This is an optimization exercise on Yosys and OpenROAD, whose aim is small area, a short achievable clock period and few clock cycles per item, not a production implementation.
In this exercise RTL edits were held to simulation tests only and were not proved equivalent to the original.
Power figures rest on the tool's default switching activity, not on a simulated workload.

## design/flow/config.mk

```make
export PLATFORM = sky130hd
export DESIGN_NAME = net_16_8_8_4_16_1_5
export DESIGN_NICKNAME = net_16_8_8_4_16_1_5
export VERILOG_FILES = /design/flow/design.v
export SDC_FILE = /design/flow/constraint.sdc
export NUM_CORES = 4
export LEC_CHECK = 0
export CAP_MARGIN = 20
export CORE_MARGIN = 2
export CORE_UTILIZATION = 40
export SLEW_MARGIN = 20
```

## design/flow/constraint.sdc

```tcl
create_clock -name core_clock -period 11.0 [get_ports {clk}]
set_input_delay 2.2000 -clock core_clock [delete_from_list [all_inputs] [get_ports {clk}]]
set_output_delay 2.2000 -clock core_clock [all_outputs]
set_load 0.01 [all_outputs]
```

## design/flow/design.v

```verilog
module memory(clk, data_in, data_out, addr, wr_en);
    parameter                   T=16, SIZE=64;
    localparam                  LOGSIZE=$clog2(SIZE);
    input [T-1:0]               data_in;
    output logic [T-1:0]        data_out;
    input [LOGSIZE-1:0]         addr;
    input                       clk, wr_en;
    logic [SIZE-1:0][T-1:0]     mem;
    always_ff @(posedge clk) begin
        data_out <= mem[addr];
        if (wr_en)
            mem[addr] <= data_in;
    end
endmodule
module f_ff(clk, reset, clear, enable_f, acc, f);
    parameter                           T = 14;                          
    input                               clk, reset, clear, enable_f;     
    input signed [T-1:0]                acc;                             
    output logic signed [T-1:0]         f;                               
    always_ff @ (posedge clk) begin                                      
        if (reset == 1 || clear == 1)                                    
            f <= 0;                                                      
        else if (enable_f == 1)                                          
            f <= acc;                                                    
    end
endmodule
module control(clk, reset, input_valid, output_ready,
               addr_x, wr_en_x, addr_w, clear_acc, en_acc,
               input_ready, output_valid, state);
    parameter                   T = 14, M = 8, N = 8, P = 1;                                     
    localparam                  SIZE_x=$clog2(N), SIZE_w=$clog2(M*N);                            
    parameter [1:0]             STATE_INIT = 0,                                                  
                                STATE_STORE_X = 1, 
                                STATE_COMPUTE = 2, 
                                STATE_STALL = 3;
    output logic [1:0]          state; 
    logic [1:0]                 next_state;                                                      
    logic [SIZE_x:0]            iterations_x;                                                    
    logic [SIZE_w:0]            iterations_w;                                                    
    logic                       en_acc_delay, clear_acc_delay;                                   
    input                       clk, reset, input_valid, output_ready;                           
    output logic [SIZE_x-1:0]   addr_x;                                                          
    output logic [SIZE_w-1:0]   addr_w;                                                          
    output logic                wr_en_x, clear_acc, en_acc, input_ready, output_valid;           
    always_ff @ (posedge clk) begin
        if (reset)                                   
            state <= STATE_INIT;                     
        else begin                                   
            state <= next_state;                     
        end
    end
    always_ff @ (posedge clk) begin
        if (reset) begin                             
            iterations_x <= 0;                       
            iterations_w <= 0;                       
        end 
        else if (state == STATE_COMPUTE) begin       
            if (iterations_x == N-1) begin           
                iterations_x <= 0;                   
                iterations_w <= iterations_w + 1;  
            end
            else begin                               
                iterations_x <= iterations_x + 1;    
                iterations_w <= iterations_w + 1;    
            end
        end
        else if (state == STATE_STALL) begin         
            iterations_x <= iterations_x;            
            iterations_w <= iterations_w;            
        end
        else if (state != next_state) begin          
            iterations_x <= 0;                       
            iterations_w <= 0;                       
        end
        else if (state == STATE_STORE_X && input_valid && input_ready)    
            iterations_x <= iterations_x + 1;        
    end
    always_ff @ (posedge clk) begin
        if (reset) begin                             
            en_acc <= 0;                             
            clear_acc <= 1;                          
        end
        else begin                                   
            en_acc <= en_acc_delay;                  
            clear_acc <= clear_acc_delay;            
        end
    end
    always_ff @ (posedge clk) begin
        if (reset)                                   
            output_valid <= 0;                       
        if (state == STATE_STALL && next_state == STATE_STALL)   
            output_valid <= 1;                       
        else                                         
            output_valid <= 0;                       
    end
    always_comb begin
        case(state)
            STATE_INIT: begin
                addr_x = 0;                          
                wr_en_x = 0;                         
                addr_w = 0;                          
                clear_acc_delay = 1;                 
                en_acc_delay = 0;                    
                input_ready = 0;                     
                if (input_valid)                     
                    next_state = STATE_STORE_X;      
                else
                    next_state = STATE_INIT;         
            end
            STATE_STORE_X: begin                    
                addr_x = iterations_x;               
                wr_en_x = 1;                         
                addr_w = 0;                          
                clear_acc_delay = 0;                 
                en_acc_delay = 0;                    
                input_ready = 1;                     
                if (input_valid && iterations_x == N-1)          
                    next_state = STATE_COMPUTE;                  
                else                                             
                    next_state = STATE_STORE_X;                  
            end
            STATE_COMPUTE: begin
                addr_x = iterations_x;               
                wr_en_x = 0;                         
                addr_w = iterations_w;               
                clear_acc_delay = 0;                 
                en_acc_delay = 1;                    
                input_ready = 0;                     
                if ((iterations_w + 1) % N == 0)     
                    next_state = STATE_STALL;        
                else                                 
                    next_state = STATE_COMPUTE;      
            end
            STATE_STALL: begin
                addr_x = iterations_x;               
                wr_en_x = 0;                         
                addr_w = iterations_w;               
                en_acc_delay = 0;                    
                if (output_valid && output_ready)    
                    clear_acc_delay = 1;             
                else                                 
                    clear_acc_delay = 0;             
                input_ready = 0;                     
                if (output_valid && output_ready) begin              
                    if (iterations_w == M*N/P)                         
                        next_state = STATE_INIT;                     
                    else                                             
                        next_state = STATE_COMPUTE;                  
                end
                else                                                 
                    next_state = STATE_STALL;                        
            end
            default: begin
                addr_x = 0;                          
                wr_en_x = 0;                         
                addr_w = 0;                          
                clear_acc_delay = 1;                 
                en_acc_delay = 0;                    
                input_ready = 0;                     
                next_state = STATE_INIT;             
            end
        endcase
    end
endmodule
module l1_fc_8_16_16_1_2_W_rom_l1_fc_8_16_16_1_20(clk, addr, z);
   input clk;
   input [6:0] addr;
   output logic signed [15:0] z;
   always_ff @(posedge clk) begin
      case(addr)
        0: z <= 16'd7;
        1: z <= -16'd4;
        2: z <= 16'd7;
        3: z <= -16'd1;
        4: z <= 16'd6;
        5: z <= 16'd3;
        6: z <= -16'd5;
        7: z <= 16'd3;
        8: z <= -16'd2;
        9: z <= -16'd5;
        10: z <= 16'd6;
        11: z <= -16'd3;
        12: z <= -16'd8;
        13: z <= -16'd4;
        14: z <= -16'd2;
        15: z <= 16'd5;
        16: z <= -16'd2;
        17: z <= -16'd8;
        18: z <= 16'd0;
        19: z <= -16'd8;
        20: z <= 16'd1;
        21: z <= -16'd4;
        22: z <= 16'd4;
        23: z <= 16'd4;
        24: z <= -16'd4;
        25: z <= -16'd6;
        26: z <= 16'd3;
        27: z <= -16'd7;
        28: z <= 16'd7;
        29: z <= -16'd5;
        30: z <= -16'd7;
        31: z <= -16'd8;
        32: z <= 16'd5;
        33: z <= 16'd0;
        34: z <= -16'd8;
        35: z <= 16'd7;
        36: z <= 16'd0;
        37: z <= 16'd6;
        38: z <= -16'd6;
        39: z <= 16'd2;
        40: z <= 16'd5;
        41: z <= -16'd6;
        42: z <= -16'd3;
        43: z <= -16'd4;
        44: z <= 16'd3;
        45: z <= 16'd3;
        46: z <= 16'd7;
        47: z <= 16'd1;
        48: z <= 16'd0;
        49: z <= -16'd2;
        50: z <= -16'd8;
        51: z <= -16'd6;
        52: z <= -16'd8;
        53: z <= 16'd4;
        54: z <= -16'd4;
        55: z <= 16'd0;
        56: z <= -16'd2;
        57: z <= 16'd4;
        58: z <= -16'd7;
        59: z <= 16'd2;
        60: z <= 16'd1;
        61: z <= -16'd6;
        62: z <= 16'd5;
        63: z <= -16'd5;
        default: z <= '0;
      endcase
   end
endmodule
module l1_fc_8_16_16_1_2_W_rom_l1_fc_8_16_16_1_21(clk, addr, z);
   input clk;
   input [6:0] addr;
   output logic signed [15:0] z;
   always_ff @(posedge clk) begin
      case(addr)
        0: z <= 16'd1;
        1: z <= 16'd4;
        2: z <= 16'd7;
        3: z <= 16'd2;
        4: z <= 16'd3;
        5: z <= 16'd4;
        6: z <= -16'd2;
        7: z <= 16'd1;
        8: z <= 16'd3;
        9: z <= -16'd4;
        10: z <= -16'd7;
        11: z <= -16'd3;
        12: z <= -16'd8;
        13: z <= 16'd6;
        14: z <= -16'd8;
        15: z <= 16'd7;
        16: z <= -16'd3;
        17: z <= 16'd0;
        18: z <= 16'd6;
        19: z <= -16'd8;
        20: z <= -16'd1;
        21: z <= -16'd4;
        22: z <= -16'd3;
        23: z <= -16'd7;
        24: z <= -16'd3;
        25: z <= 16'd5;
        26: z <= 16'd1;
        27: z <= -16'd3;
        28: z <= 16'd6;
        29: z <= 16'd2;
        30: z <= 16'd5;
        31: z <= 16'd4;
        32: z <= -16'd7;
        33: z <= 16'd3;
        34: z <= -16'd4;
        35: z <= -16'd4;
        36: z <= 16'd3;
        37: z <= -16'd3;
        38: z <= 16'd3;
        39: z <= 16'd4;
        40: z <= -16'd3;
        41: z <= 16'd2;
        42: z <= -16'd7;
        43: z <= -16'd4;
        44: z <= -16'd3;
        45: z <= -16'd8;
        46: z <= -16'd1;
        47: z <= 16'd1;
        48: z <= -16'd1;
        49: z <= 16'd3;
        50: z <= -16'd7;
        51: z <= 16'd4;
        52: z <= -16'd7;
        53: z <= 16'd5;
        54: z <= -16'd8;
        55: z <= 16'd1;
        56: z <= -16'd6;
        57: z <= -16'd8;
        58: z <= 16'd3;
        59: z <= 16'd2;
        60: z <= 16'd2;
        61: z <= -16'd5;
        62: z <= 16'd5;
        63: z <= 16'd4;
        default: z <= '0;
      endcase
   end
endmodule
module multiplier(a, b, ab);
    parameter                                 T=16;
    input logic signed [T-1:0]                a, b;
    logic signed [2*T-1:0]                    intermediate;
    output logic signed [T-1:0]               ab;
    always_comb begin
        intermediate = a * b;
        if (intermediate > 17'sd32767)
            ab = 16'sd32767;
        else if (intermediate < -17'sd32768)
            ab = -16'sd32768;
        else
            ab = intermediate[15:0];
    end
endmodule
module adder(ab, f, acc);
    parameter                                 T=16;
    input signed [T-1:0]                      ab, f;
    logic signed [T:0]                        intermediate;
    output logic signed [T-1:0]               acc;
    always_comb begin
        intermediate = f + ab;
        if (intermediate > 17'sd32767)
            acc = 16'sd32767;
        else if (intermediate < -17'sd32768)
            acc = -16'sd32768;
        else
            acc = intermediate[15:0];
    end
endmodule
module OutputMUX_l1_fc_8_16_16_1_2(clk, reset, output_data_inside, output_valid_inside, output_data, output_valid, output_ready, output_ready_inside);
    parameter                                 T=16, P=2;
    localparam                                SIZE_turn=$clog2(P);
    input                                     clk, reset;
    input [P-1:0]                             output_valid_inside;
    input signed [P-1:0][T-1:0]               output_data_inside;
    output logic signed [T-1:0]               output_data;
    output logic                              output_valid;
    input                                     output_ready;
    output logic [P-1:0]                      output_ready_inside;
    logic [SIZE_turn-1:0]                     turn;
    always_comb begin
        if (turn == 0) begin
            output_data = output_data_inside[0];
            output_valid = output_valid_inside[0]; 
            output_ready_inside = (output_ready << 0);
        end
        else if (turn == 1) begin
            output_data = output_data_inside[1];
            output_valid = output_valid_inside[1];
            output_ready_inside = (output_ready << 1);
        end
        else begin
            output_data = '0;
            output_valid = 0;
            output_ready_inside = '0;
        end
    end
    always_ff @ (posedge clk) begin
        if (reset)
            turn <= 0;
        else if (output_ready && output_valid) begin
            if (turn == P-1)
                turn <= 0;
            else
                turn <= turn + 1;
        end
    end
endmodule
module DataPath_l1_fc_8_16_16_1_20(clk, reset, input_data, addr_x, wr_en_x, addr_w, clear_acc, en_acc, output_data);
    parameter                      T=16, M=8, N=16;
    localparam                     SIZE_x=$clog2(N), SIZE_w=$clog2(M*N);
    input                          clk, reset;
    input[T-1:0]                   input_data;
    input                          wr_en_x, clear_acc, en_acc;
    input logic [SIZE_x-1:0]       addr_x;
    input logic [SIZE_w-1:0]       addr_w;
    output logic [T-1:0]           output_data;
    logic [T-1:0]                  mem_x_out, mem_w_out;
    logic [T-1:0]                  multiplier_out, acc;
    memory #(T,N) mem_x(.clk(clk), .data_in(input_data), .data_out(mem_x_out), .addr(addr_x), .wr_en(wr_en_x));
    l1_fc_8_16_16_1_2_W_rom_l1_fc_8_16_16_1_20 mem_w(.clk(clk), .addr(addr_w), .z(mem_w_out));
    multiplier multiplier0(.a(mem_x_out), .b(mem_w_out), .ab(multiplier_out));
    adder adder0(.ab(multiplier_out), .f(output_data), .acc(acc));
    f_ff #(T) f_ff0(.clk(clk), .reset(reset), .clear(clear_acc), .enable_f(en_acc), .acc(acc), .f(output_data));
endmodule
module DataPath_l1_fc_8_16_16_1_21(clk, reset, input_data, addr_x, wr_en_x, addr_w, clear_acc, en_acc, output_data);
    parameter                      T=16, M=8, N=16;
    localparam                     SIZE_x=$clog2(N), SIZE_w=$clog2(M*N);
    input                          clk, reset;
    input[T-1:0]                   input_data;
    input                          wr_en_x, clear_acc, en_acc;
    input logic [SIZE_x-1:0]       addr_x;
    input logic [SIZE_w-1:0]       addr_w;
    output logic [T-1:0]           output_data;
    logic [T-1:0]                  mem_x_out, mem_w_out;
    logic [T-1:0]                  multiplier_out, acc;
    memory #(T,N) mem_x(.clk(clk), .data_in(input_data), .data_out(mem_x_out), .addr(addr_x), .wr_en(wr_en_x));
    l1_fc_8_16_16_1_2_W_rom_l1_fc_8_16_16_1_21 mem_w(.clk(clk), .addr(addr_w), .z(mem_w_out));
    multiplier multiplier0(.a(mem_x_out), .b(mem_w_out), .ab(multiplier_out));
    adder adder0(.ab(multiplier_out), .f(output_data), .acc(acc));
    f_ff #(T) f_ff0(.clk(clk), .reset(reset), .clear(clear_acc), .enable_f(en_acc), .acc(acc), .f(output_data));
endmodule
module ReLU(incoming, outgoing);
    parameter                                 T=16;
    input signed [T-1:0]                      incoming;
    output logic signed [T-1:0]               outgoing;
    always_comb begin
        if (incoming < 0)
            outgoing = 0;
        else
            outgoing = incoming;
    end
endmodule
module l1_fc_8_16_16_1_2(clk, reset, input_valid, input_ready, input_data, output_valid, output_ready, output_data);
   parameter                     T=16, M=8, N=16, P=2;
   localparam                    SIZE_x=$clog2(N), SIZE_w=$clog2(M*N);
   input                         clk, reset, input_valid, output_ready;
   input signed [T-1:0]          input_data;
   output logic signed [T-1:0]   output_data;
   output logic                  output_valid, input_ready;
   logic                         wr_en_x0, clear_acc0, en_acc0;
   logic[SIZE_x-1:0]             addr_x0;
   logic[SIZE_w-1:0]             addr_w0;
   logic                         wr_en_x1, clear_acc1, en_acc1;
   logic[SIZE_x-1:0]             addr_x1;
   logic[SIZE_w-1:0]             addr_w1;
   parameter[1:0]                STATE_INIT=0, STATE_STORE_X=1, STATE_COMPUTE=2, STATE_STALL=3;
   logic[1:0]                    state;
   logic [P-1:0]                 input_ready_inside, output_valid_inside, output_ready_inside;
   logic [P-1:0][T-1:0]          output_data_inside;
   assign input_ready = input_ready_inside[0] & input_ready_inside[1];
   control #(T,M,N,P) control0(.clk(clk), .reset(reset), .input_valid(input_valid && (state != STATE_COMPUTE && state != STATE_STALL)), .output_ready(output_ready_inside[0]), .addr_x(addr_x0), .wr_en_x(wr_en_x0), .addr_w(addr_w0), .clear_acc(clear_acc0), .en_acc(en_acc0), .input_ready(input_ready_inside[0]), .output_valid(output_valid_inside[0]));
   control #(T,M,N,P) control1(.clk(clk), .reset(reset), .input_valid(input_valid && (state != STATE_COMPUTE && state != STATE_STALL)), .output_ready(output_ready_inside[1]), .addr_x(addr_x1), .wr_en_x(wr_en_x1), .addr_w(addr_w1), .clear_acc(clear_acc1), .en_acc(en_acc1), .input_ready(input_ready_inside[1]), .output_valid(output_valid_inside[1]), .state(state));
   logic signed [T-1:0] datapathout0;
   DataPath_l1_fc_8_16_16_1_20 datapathinstance0(.clk(clk), .reset(reset), .input_data(input_data), .addr_x(addr_x0), .wr_en_x(wr_en_x0), .addr_w(addr_w0), .clear_acc(clear_acc0), .en_acc(en_acc0), .output_data(datapathout0));
   ReLU ReLU0(.incoming(datapathout0), .outgoing(output_data_inside[0]));
   logic signed [T-1:0] datapathout1;
   DataPath_l1_fc_8_16_16_1_21 datapathinstance1(.clk(clk), .reset(reset), .input_data(input_data), .addr_x(addr_x1), .wr_en_x(wr_en_x1), .addr_w(addr_w1), .clear_acc(clear_acc1), .en_acc(en_acc1), .output_data(datapathout1));
   ReLU ReLU1(.incoming(datapathout1), .outgoing(output_data_inside[1]));
   OutputMUX_l1_fc_8_16_16_1_2 outputmux(.clk(clk), .reset(reset), .output_data_inside(output_data_inside), .output_valid_inside(output_valid_inside), .output_data(output_data), .output_valid(output_valid), .output_ready(output_ready), .output_ready_inside(output_ready_inside));
endmodule
module l2_fc_8_8_16_1_2_W_rom_l2_fc_8_8_16_1_20(clk, addr, z);
   input clk;
   input [5:0] addr;
   output logic signed [15:0] z;
   always_ff @(posedge clk) begin
      case(addr)
        0: z <= 16'd0;
        1: z <= 16'd5;
        2: z <= 16'd1;
        3: z <= -16'd6;
        4: z <= -16'd7;
        5: z <= 16'd7;
        6: z <= 16'd4;
        7: z <= 16'd4;
        8: z <= -16'd6;
        9: z <= 16'd4;
        10: z <= -16'd6;
        11: z <= -16'd1;
        12: z <= 16'd5;
        13: z <= -16'd6;
        14: z <= -16'd7;
        15: z <= 16'd4;
        16: z <= -16'd4;
        17: z <= 16'd0;
        18: z <= 16'd4;
        19: z <= -16'd2;
        20: z <= -16'd8;
        21: z <= -16'd2;
        22: z <= 16'd3;
        23: z <= 16'd3;
        24: z <= 16'd1;
        25: z <= 16'd0;
        26: z <= -16'd5;
        27: z <= -16'd2;
        28: z <= 16'd6;
        29: z <= -16'd3;
        30: z <= -16'd7;
        31: z <= 16'd7;
        default: z <= '0;
      endcase
   end
endmodule
module l2_fc_8_8_16_1_2_W_rom_l2_fc_8_8_16_1_21(clk, addr, z);
   input clk;
   input [5:0] addr;
   output logic signed [15:0] z;
   always_ff @(posedge clk) begin
      case(addr)
        0: z <= -16'd8;
        1: z <= 16'd7;
        2: z <= 16'd1;
        3: z <= 16'd6;
        4: z <= 16'd5;
        5: z <= 16'd2;
        6: z <= 16'd5;
        7: z <= -16'd2;
        8: z <= 16'd3;
        9: z <= 16'd2;
        10: z <= 16'd6;
        11: z <= 16'd1;
        12: z <= 16'd3;
        13: z <= -16'd8;
        14: z <= -16'd6;
        15: z <= -16'd4;
        16: z <= -16'd7;
        17: z <= -16'd1;
        18: z <= 16'd6;
        19: z <= -16'd6;
        20: z <= -16'd3;
        21: z <= 16'd4;
        22: z <= 16'd2;
        23: z <= -16'd8;
        24: z <= 16'd2;
        25: z <= 16'd4;
        26: z <= 16'd5;
        27: z <= 16'd3;
        28: z <= 16'd5;
        29: z <= 16'd6;
        30: z <= -16'd5;
        31: z <= 16'd6;
        default: z <= '0;
      endcase
   end
endmodule
module OutputMUX_l2_fc_8_8_16_1_2(clk, reset, output_data_inside, output_valid_inside, output_data, output_valid, output_ready, output_ready_inside);
    parameter                                 T=16, P=2;
    localparam                                SIZE_turn=$clog2(P);
    input                                     clk, reset;
    input [P-1:0]                             output_valid_inside;
    input signed [P-1:0][T-1:0]               output_data_inside;
    output logic signed [T-1:0]               output_data;
    output logic                              output_valid;
    input                                     output_ready;
    output logic [P-1:0]                      output_ready_inside;
    logic [SIZE_turn-1:0]                     turn;
    always_comb begin
        if (turn == 0) begin
            output_data = output_data_inside[0];
            output_valid = output_valid_inside[0]; 
            output_ready_inside = (output_ready << 0);
        end
        else if (turn == 1) begin
            output_data = output_data_inside[1];
            output_valid = output_valid_inside[1];
            output_ready_inside = (output_ready << 1);
        end
        else begin
            output_data = '0;
            output_valid = 0;
            output_ready_inside = '0;
        end
    end
    always_ff @ (posedge clk) begin
        if (reset)
            turn <= 0;
        else if (output_ready && output_valid) begin
            if (turn == P-1)
                turn <= 0;
            else
                turn <= turn + 1;
        end
    end
endmodule
module DataPath_l2_fc_8_8_16_1_20(clk, reset, input_data, addr_x, wr_en_x, addr_w, clear_acc, en_acc, output_data);
    parameter                      T=16, M=8, N=8;
    localparam                     SIZE_x=$clog2(N), SIZE_w=$clog2(M*N);
    input                          clk, reset;
    input[T-1:0]                   input_data;
    input                          wr_en_x, clear_acc, en_acc;
    input logic [SIZE_x-1:0]       addr_x;
    input logic [SIZE_w-1:0]       addr_w;
    output logic [T-1:0]           output_data;
    logic [T-1:0]                  mem_x_out, mem_w_out;
    logic [T-1:0]                  multiplier_out, acc;
    memory #(T,N) mem_x(.clk(clk), .data_in(input_data), .data_out(mem_x_out), .addr(addr_x), .wr_en(wr_en_x));
    l2_fc_8_8_16_1_2_W_rom_l2_fc_8_8_16_1_20 mem_w(.clk(clk), .addr(addr_w), .z(mem_w_out));
    multiplier multiplier0(.a(mem_x_out), .b(mem_w_out), .ab(multiplier_out));
    adder adder0(.ab(multiplier_out), .f(output_data), .acc(acc));
    f_ff #(T) f_ff0(.clk(clk), .reset(reset), .clear(clear_acc), .enable_f(en_acc), .acc(acc), .f(output_data));
endmodule
module DataPath_l2_fc_8_8_16_1_21(clk, reset, input_data, addr_x, wr_en_x, addr_w, clear_acc, en_acc, output_data);
    parameter                      T=16, M=8, N=8;
    localparam                     SIZE_x=$clog2(N), SIZE_w=$clog2(M*N);
    input                          clk, reset;
    input[T-1:0]                   input_data;
    input                          wr_en_x, clear_acc, en_acc;
    input logic [SIZE_x-1:0]       addr_x;
    input logic [SIZE_w-1:0]       addr_w;
    output logic [T-1:0]           output_data;
    logic [T-1:0]                  mem_x_out, mem_w_out;
    logic [T-1:0]                  multiplier_out, acc;
    memory #(T,N) mem_x(.clk(clk), .data_in(input_data), .data_out(mem_x_out), .addr(addr_x), .wr_en(wr_en_x));
    l2_fc_8_8_16_1_2_W_rom_l2_fc_8_8_16_1_21 mem_w(.clk(clk), .addr(addr_w), .z(mem_w_out));
    multiplier multiplier0(.a(mem_x_out), .b(mem_w_out), .ab(multiplier_out));
    adder adder0(.ab(multiplier_out), .f(output_data), .acc(acc));
    f_ff #(T) f_ff0(.clk(clk), .reset(reset), .clear(clear_acc), .enable_f(en_acc), .acc(acc), .f(output_data));
endmodule
module l2_fc_8_8_16_1_2(clk, reset, input_valid, input_ready, input_data, output_valid, output_ready, output_data);
   parameter                     T=16, M=8, N=8, P=2;
   localparam                    SIZE_x=$clog2(N), SIZE_w=$clog2(M*N);
   input                         clk, reset, input_valid, output_ready;
   input signed [T-1:0]          input_data;
   output logic signed [T-1:0]   output_data;
   output logic                  output_valid, input_ready;
   logic                         wr_en_x0, clear_acc0, en_acc0;
   logic[SIZE_x-1:0]             addr_x0;
   logic[SIZE_w-1:0]             addr_w0;
   logic                         wr_en_x1, clear_acc1, en_acc1;
   logic[SIZE_x-1:0]             addr_x1;
   logic[SIZE_w-1:0]             addr_w1;
   parameter[1:0]                STATE_INIT=0, STATE_STORE_X=1, STATE_COMPUTE=2, STATE_STALL=3;
   logic[1:0]                    state;
   logic [P-1:0]                 input_ready_inside, output_valid_inside, output_ready_inside;
   logic [P-1:0][T-1:0]          output_data_inside;
   assign input_ready = input_ready_inside[0] & input_ready_inside[1];
   control #(T,M,N,P) control0(.clk(clk), .reset(reset), .input_valid(input_valid && (state != STATE_COMPUTE && state != STATE_STALL)), .output_ready(output_ready_inside[0]), .addr_x(addr_x0), .wr_en_x(wr_en_x0), .addr_w(addr_w0), .clear_acc(clear_acc0), .en_acc(en_acc0), .input_ready(input_ready_inside[0]), .output_valid(output_valid_inside[0]));
   control #(T,M,N,P) control1(.clk(clk), .reset(reset), .input_valid(input_valid && (state != STATE_COMPUTE && state != STATE_STALL)), .output_ready(output_ready_inside[1]), .addr_x(addr_x1), .wr_en_x(wr_en_x1), .addr_w(addr_w1), .clear_acc(clear_acc1), .en_acc(en_acc1), .input_ready(input_ready_inside[1]), .output_valid(output_valid_inside[1]), .state(state));
   logic signed [T-1:0] datapathout0;
   DataPath_l2_fc_8_8_16_1_20 datapathinstance0(.clk(clk), .reset(reset), .input_data(input_data), .addr_x(addr_x0), .wr_en_x(wr_en_x0), .addr_w(addr_w0), .clear_acc(clear_acc0), .en_acc(en_acc0), .output_data(datapathout0));
   ReLU ReLU0(.incoming(datapathout0), .outgoing(output_data_inside[0]));
   logic signed [T-1:0] datapathout1;
   DataPath_l2_fc_8_8_16_1_21 datapathinstance1(.clk(clk), .reset(reset), .input_data(input_data), .addr_x(addr_x1), .wr_en_x(wr_en_x1), .addr_w(addr_w1), .clear_acc(clear_acc1), .en_acc(en_acc1), .output_data(datapathout1));
   ReLU ReLU1(.incoming(datapathout1), .outgoing(output_data_inside[1]));
   OutputMUX_l2_fc_8_8_16_1_2 outputmux(.clk(clk), .reset(reset), .output_data_inside(output_data_inside), .output_valid_inside(output_valid_inside), .output_data(output_data), .output_valid(output_valid), .output_ready(output_ready), .output_ready_inside(output_ready_inside));
endmodule
module l3_fc_4_8_16_1_1_W_rom_l3_fc_4_8_16_1_10(clk, addr, z);
   input clk;
   input [4:0] addr;
   output logic signed [15:0] z;
   always_ff @(posedge clk) begin
      case(addr)
        0: z <= -16'd7;
        1: z <= 16'd5;
        2: z <= 16'd4;
        3: z <= -16'd1;
        4: z <= -16'd2;
        5: z <= 16'd4;
        6: z <= -16'd4;
        7: z <= -16'd1;
        8: z <= 16'd6;
        9: z <= 16'd1;
        10: z <= 16'd3;
        11: z <= -16'd8;
        12: z <= 16'd7;
        13: z <= -16'd4;
        14: z <= -16'd8;
        15: z <= -16'd5;
        16: z <= 16'd5;
        17: z <= 16'd4;
        18: z <= 16'd5;
        19: z <= -16'd3;
        20: z <= 16'd0;
        21: z <= 16'd2;
        22: z <= 16'd2;
        23: z <= 16'd2;
        24: z <= 16'd7;
        25: z <= 16'd3;
        26: z <= 16'd2;
        27: z <= 16'd4;
        28: z <= 16'd4;
        29: z <= 16'd5;
        30: z <= -16'd1;
        31: z <= -16'd1;
        default: z <= '0;
      endcase
   end
endmodule
module DataPath_l3_fc_4_8_16_1_10(clk, reset, input_data, addr_x, wr_en_x, addr_w, clear_acc, en_acc, output_data);
    parameter                      T=16, M=4, N=8;
    localparam                     SIZE_x=$clog2(N), SIZE_w=$clog2(M*N);
    input                          clk, reset;
    input[T-1:0]                   input_data;
    input                          wr_en_x, clear_acc, en_acc;
    input logic [SIZE_x-1:0]       addr_x;
    input logic [SIZE_w-1:0]       addr_w;
    output logic [T-1:0]           output_data;
    logic [T-1:0]                  mem_x_out, mem_w_out;
    logic [T-1:0]                  multiplier_out, acc;
    memory #(T,N) mem_x(.clk(clk), .data_in(input_data), .data_out(mem_x_out), .addr(addr_x), .wr_en(wr_en_x));
    l3_fc_4_8_16_1_1_W_rom_l3_fc_4_8_16_1_10 mem_w(.clk(clk), .addr(addr_w), .z(mem_w_out));
    multiplier multiplier0(.a(mem_x_out), .b(mem_w_out), .ab(multiplier_out));
    adder adder0(.ab(multiplier_out), .f(output_data), .acc(acc));
    f_ff #(T) f_ff0(.clk(clk), .reset(reset), .clear(clear_acc), .enable_f(en_acc), .acc(acc), .f(output_data));
endmodule
module l3_fc_4_8_16_1_1(clk, reset, input_valid, input_ready, input_data, output_valid, output_ready, output_data);
   parameter                     T=16, M=4, N=8, P=1;
   localparam                    SIZE_x=$clog2(N), SIZE_w=$clog2(M*N);
   input                         clk, reset, input_valid, output_ready;
   input signed [T-1:0]          input_data;
   output logic signed [T-1:0]   output_data;
   output logic                  output_valid, input_ready;
   logic                         wr_en_x0, clear_acc0, en_acc0;
   logic[SIZE_x-1:0]             addr_x0;
   logic[SIZE_w-1:0]             addr_w0;
   control #(T,M,N,P) control0(.clk(clk), .reset(reset), .input_valid(input_valid), .output_ready(output_ready), .addr_x(addr_x0), .wr_en_x(wr_en_x0), .addr_w(addr_w0), .clear_acc(clear_acc0), .en_acc(en_acc0), .input_ready(input_ready), .output_valid(output_valid));
   logic signed [T-1:0] datapathout0;
   DataPath_l3_fc_4_8_16_1_10 datapathinstance0(.clk(clk), .reset(reset), .input_data(input_data), .addr_x(addr_x0), .wr_en_x(wr_en_x0), .addr_w(addr_w0), .clear_acc(clear_acc0), .en_acc(en_acc0), .output_data(datapathout0));
   ReLU ReLU0(.incoming(datapathout0), .outgoing(output_data));
endmodule
module net_16_8_8_4_16_1_5(clk, reset, input_valid, input_ready, input_data, output_valid, output_ready, output_data);
   parameter                     T=16, N=16, M1=8, M2=8, M3=4;
   input                         clk, reset, input_valid, output_ready;
   input signed [T-1:0]          input_data;
   output logic signed [T-1:0]   output_data;
   output logic                  output_valid, input_ready;
   logic[T-1:0]                  dataL12, dataL23;
   logic                         validL12, validL23, readyL12, readyL23;
   l1_fc_8_16_16_1_2 l1_fc_8_16_16_1_20(.clk(clk), .reset(reset), .input_valid(input_valid), .input_ready(input_ready), .input_data(input_data), .output_valid(validL12), .output_ready(readyL12), .output_data(dataL12));
   l2_fc_8_8_16_1_2 l2_fc_8_8_16_1_20(.clk(clk), .reset(reset), .input_valid(validL12), .input_ready(readyL12), .input_data(dataL12), .output_valid(validL23), .output_ready(readyL23), .output_data(dataL23));
   l3_fc_4_8_16_1_1 l3_fc_4_8_16_1_10(.clk(clk), .reset(reset), .input_valid(validL23), .input_ready(readyL23), .input_data(dataL23), .output_valid(output_valid), .output_ready(output_ready), .output_data(output_data));
endmodule
```

## design/flow/run.sh

```bash
#!/bin/bash
# synth_recipe.tcl (not shown) runs the flow's synth.tcl, then flattens the netlist and writes it again
# the make line also repeats each setting of config.mk as NAME=value (left out here)
make -C /OpenROAD-flow-scripts/flow DESIGN_CONFIG=/design/flow/config.mk WORK_HOME=/design/flow/orfs CLKGATE_MAP_FILE= SYNTH_SCRIPT=/design/flow/synth_recipe.tcl finish
```

==> Implementation_results.wiki <==
{| class="wikitable"
! Metric !! Value
|-
| Cell accounting for the most synthesized area || sky130_fd_sc_hd__edfxtp_1
|-
| Non-filler cells in the finished layout || 13,400
|-
| Boundary pin count || 38
|-
| Synth area leaders || sky130_fd_sc_hd__edfxtp_1, sky130_fd_sc_hd__fa_1, sky130_fd_sc_hd__ha_1
|-
| Die area || 259,000 µm²
|-
| Max stage delay on crit path || 0.54 ns
|-
| Net Count, Synth || 11,700
|-
| Antenna violation net count after detailed routing || 0
|-
| Run status || complete, no violations
|-
| Crit Path Category || reg2reg
|-
| Critical Path Fanout Max || 15
|-
| Synth Instances || 10,100
|-
| Layout Nets || 11,500
|-
| Share of the clock period used by the worst path || approximately 95%
|-
| Vertical die dimension || 508 µm
|-
| Max stage delay cell, worst path || sky130_fd_sc_hd__fa_1
|-
| Overall track demand over capacity in global routing || between 20% and 30%
|-
| Count of state elements after synthesis || roughly 1,200
|-
| Prevailing post-synth register cell || sky130_fd_sc_hd__edfxtp_1
|-
| Floorplan Core Area || about 250,000 µm²
|-
| Number of max-cap violations || 0
|-
| Clock-pin slew on the worst setup and hold paths || 0.06 ns
|-
| Average vias per placed instance || 5.58
|-
| Hold Fails Final Rpt || 0
|-
| IO buf count || 36
|-
| Hold-fix buffer count after cts || 0
|-
| Post-route clock skew || between 0.06 and 0.07 ns
|-
| Number of antenna violations at the first check in global routing || 4
|-
| Total setup violations reported at the end of the flow || 0
|-
| Fmax || approximately 0.096 GHz
|-
| Post-detailed-route wirelength per cell || 20.2 µm
|-
| Number of buffers added by the clock tree synthesis step || between 100 and 150
|-
| Max H-tree Level || 4
|-
| Fraction of final layout cells sized beyond drive strength 1 || 7.65%
|-
| Worst path most repeated cell || sky130_fd_sc_hd__fa_1
|-
| Placed instance count || 13,100
|-
| Pin count of the biggest net entering global routing || 198
|-
| Worst-skew pair later-pin latency || 0.79 ns
|-
| Arrival time at the worst endpoint || 11.13 ns
|-
| Final GP Congestion || 0.906
|-
| Required @ worst endpoint || 11.66 ns
|-
| Most frequently used cell type in the post-synthesis netlist || sky130_fd_sc_hd__inv_1
|-
| Number of enable flip-flop cells after synthesis || 896
|-
| Average footprint of a synthesized cell || roughly 10 µm²
|-
| Power per Cell Area || 126 nW/µm²
|-
| Overflow left after global routing || 0
|-
| Residual DRC || 0
|-
| Pre-CTS worst setup slack || between 0.1 and 0.15 ns
|-
| Critical path endpoint category || register
|-
| Via count of the first global-routing pass || around 76,000
|-
| Worst vdd ir || between 150 and 200 µV
|-
| Post-layout worst setup margin || between 0.5 and 0.6 ns
|-
| Fin crit period || around 10 ns
|-
| Total length of routed wires || approximately 270,000 µm
|-
| Kind of launch point of the worst setup path || register
|-
| Growth of design area from synthesis to finish || 8.30%
|-
| Rel. slew slack || 13.2%
|-
| Placed cell area || 106,000 µm²
|-
| Total standard cell area after synthesis || 102,000 µm²
|-
| List of most frequent post-synthesis cells || sky130_fd_sc_hd__inv_1, sky130_fd_sc_hd__fa_1, sky130_fd_sc_hd__nand2_1
|-
| HPWL Detailed || slightly below 200,000 µm
|-
| Die span in x || 508 µm
|-
| Leak || 47.0 nW
|-
| Fin Setup TNS || 0 ns
|-
| Global-route wire length before repair || ~430,000 µm
|-
| Buffer depth of the longest clock path || 4
|-
| Effective utilization at floorplan || 40.2%
|-
| Pre-antenna DRT Iters || 6
|-
| Share of the yosys chip area belonging to registers || 31.6%
|-
| Number of warnings reported in the yosys synthesis log || 16
|-
| Clock Tree Root || sky130_fd_sc_hd__clkbuf_16
|-
| Finished Core Util || 43.5%
|-
| CTS sink cnt || 1,161
|-
| Vias || roughly 75,000
|-
| Fraction of post-synthesis cell area in the top cell type by area || 26.4%
|-
| Area of all placed cells without fillers || 110,000 µm²
|-
| Max Slew Vio Count || 0
|-
| Transition time at the pin with the least slew margin || between 1 and 1.5 ns
|-
| Clock tree from TritonCTS || built
|-
| DRT iter0 DRCs || 6,281
|-
| Async set-reset flop share out of synthesis || 0%
|-
| Hold WC Path Type || reg2reg
|-
| Row cnt || about 190
|-
| Count of unique library cells instantiated by Yosys || 107
|}
-- final timing paths --
path / from / endpoint / slack, ns / cells after the start
worst max-delay path: l1_fc_8_16_16_1_20.datapathinstance1.mem_w.z[14]$_SDFF_PP0_ / l1_fc_8_16_16_1_20.datapathinstance1.f_ff0.f[0]$_SDFFE_PP0P_ / 0.53 / 35
worst min-delay path: l2_fc_8_8_16_1_20.control0.iterations_x[3]$_SDFFE_PP0P_ / l2_fc_8_8_16_1_20.control0.iterations_x[3]$_SDFFE_PP0P_ / 0.49 / 1
worst max register to register: l1_fc_8_16_16_1_20.datapathinstance1.mem_w.z[14]$_SDFF_PP0_ / l1_fc_8_16_16_1_20.datapathinstance1.f_ff0.f[0]$_SDFFE_PP0P_ / 0.53 / 35
worst min register to register: l2_fc_8_8_16_1_20.control0.iterations_x[3]$_SDFFE_PP0P_ / l2_fc_8_8_16_1_20.control0.iterations_x[3]$_SDFFE_PP0P_ / 0.49 / 1
-- sequential cells by signal (all words and copies together) (netlist names), 128 cells and up --
name and cells:
l1_fc_8_16_16_1_20.datapathinstance0.mem_x.mem 256, l1_fc_8_16_16_1_20.datapathinstance1.mem_x.mem 256, l2_fc_8_8_16_1_20.datapathinstance0.mem_x.mem 128, l2_fc_8_8_16_1_20.datapathinstance1.mem_x.mem 128, l3_fc_4_8_16_1_10.datapathinstance0.mem_x.mem 128
-- stage by stage --
stage	total power [mW]	hold WS [ns]
floorplan	8.41	0.400
global placement	9.35	0.450
detailed placement	9.44	0.450
CTS	13.9	0.491
global route	14.7	0.511
finish	13.9	0.490
-- metal layers --
| layer | GRT usage, % | part of all wire (%) |
|---|---|---|
| met3 | 2.44 | 5.4 |
| met4 | 5.89 | 3.0 |
| met5 | 0 | 0.0048 |
| met1 | 27.7 | 44 |
| met2 | 34.8 | 48 |
-- worst max-delay path, delay by kind of cell (launching register included) --
| kind | cells | cell delay [ns] |
|---|---|---|
| adders and majority gates | 9 | 4.20 |
| AOI/OAI and AO/OA | 13 | 3.51 |
| and+or+nand+nor | 4 | 1.07 |
| buffers and inverters | 7 | 0.84 |
| DFF | 1 | 0.41 |
| xor gates and xnor gates | 2 | 0.28 |
-- power by group --
group / total, mW / switching (mW) / internal, mW / leakage (nW)
combinational: 4.51 / 2.65 / 1.86 / 34.8
sequential: 4.95 / 0.106 / 4.84 / 10.1
clock: 4.48 / 1.85 / 2.63 / 2.12
total: 13.9 / 4.61 / 9.33 / 47.0
-- cell usage in the layout, fill, tap and decap left out, types with 43 or more instances in the layout --
cell type,count
sky130_fd_sc_hd__o21ai_0,521
sky130_fd_sc_hd__o211ai_1,48
sky130_fd_sc_hd__nand2_1,913
sky130_fd_sc_hd__a21oi_1,408
sky130_fd_sc_hd__xnor2_1,190
sky130_fd_sc_hd__mux4_2,51
sky130_fd_sc_hd__a221oi_1,43
sky130_fd_sc_hd__a22oi_1,64
sky130_fd_sc_hd__mux2i_1,118
sky130_fd_sc_hd__nor3_1,121
sky130_fd_sc_hd__inv_1,1516
sky130_fd_sc_hd__nor2b_1,71
sky130_fd_sc_hd__nand2b_1,118
sky130_fd_sc_hd__nor2_1,439
sky130_fd_sc_hd__buf_4,163
sky130_fd_sc_hd__and2_1,214
sky130_fd_sc_hd__a22o_1,587
sky130_fd_sc_hd__a21o_1,141
sky130_fd_sc_hd__ha_1,603
sky130_fd_sc_hd__a211oi_1,127
sky130_fd_sc_hd__fa_1,970
sky130_fd_sc_hd__xor2_1,89
sky130_fd_sc_hd__clkbuf_16,143
sky130_fd_sc_hd__dfxtp_1,256
sky130_fd_sc_hd__edfxtp_1,896
sky130_fd_sc_hd__a31oi_1,47
sky130_fd_sc_hd__nand3_1,131
sky130_fd_sc_hd__mux2_2,181
-- cells by family after synthesis --
family | Yosys count | synth area share [%]
AO/OA/AOI/OAI | 2392 | 16.6
AND/OR/NAND/NOR | 2275 | 10.5
buffers and inverters | 2073 | 7.69
adder cells (fa/ha/maj) | 1607 | 26.8
flip-flops | 1161 | 31.6
multiplexers | 351 | 4.30
XOR/XNOR | 282 | 2.43
other | 1 | 0.00368
-- final cells by class --
type / count / area (µm²)
Tap cell: 3366 / 4210
Clock inverter: 57 / 485
Fill cell: 24000 / 143000
Antenna cell: 2 / 5.00
Sequential cell: 1161 / 32200
Multi-Input combinational cell: 6908 / 62100
Clock buffer: 182 / 3820
Timing Repair Buffer: 205 / 1620
Inverter: 1524 / 5720
-- timing repair --
item / in CTS / in global routing
endpoints found under the hold margin: 0 / 0
buffers inserted: 0 / 12
setup endpoints to repair: 0 / 78
resized for setup: 0 / 39
Testbench counts, summed over its fixed seeds: cycles 51,280, items 512.

[static timing again, ports no longer ideal]
Ports are ideal in the flow. The routed layout listed here was re-timed in OpenROAD. Step 1 (the two cells are an assumption about what drives the block):
set clk [get_ports {clk}]
set_driving_cell -lib_cell sky130_fd_sc_hd__clkbuf_16 $clk
set_driving_cell -lib_cell sky130_fd_sc_hd__buf_2 [delete_from_list [all_inputs] $clk]
Step 2 also shifts input and output timing later by t, the mid clock arrival at the registers, as if the neighbouring blocks saw the same clock. a / b / c = ideal / step 1 / step 2; a / b = the first two.
t (ns): 0.868
slack for setup (ns): 0.529 / 0.529 / 0.529
worst setup path at the end: register to register
After both steps setup and hold are still met in this run. For this run, drivers alone change the setup slack by 0.000 ns; drivers and shift together by 0.000 ns.
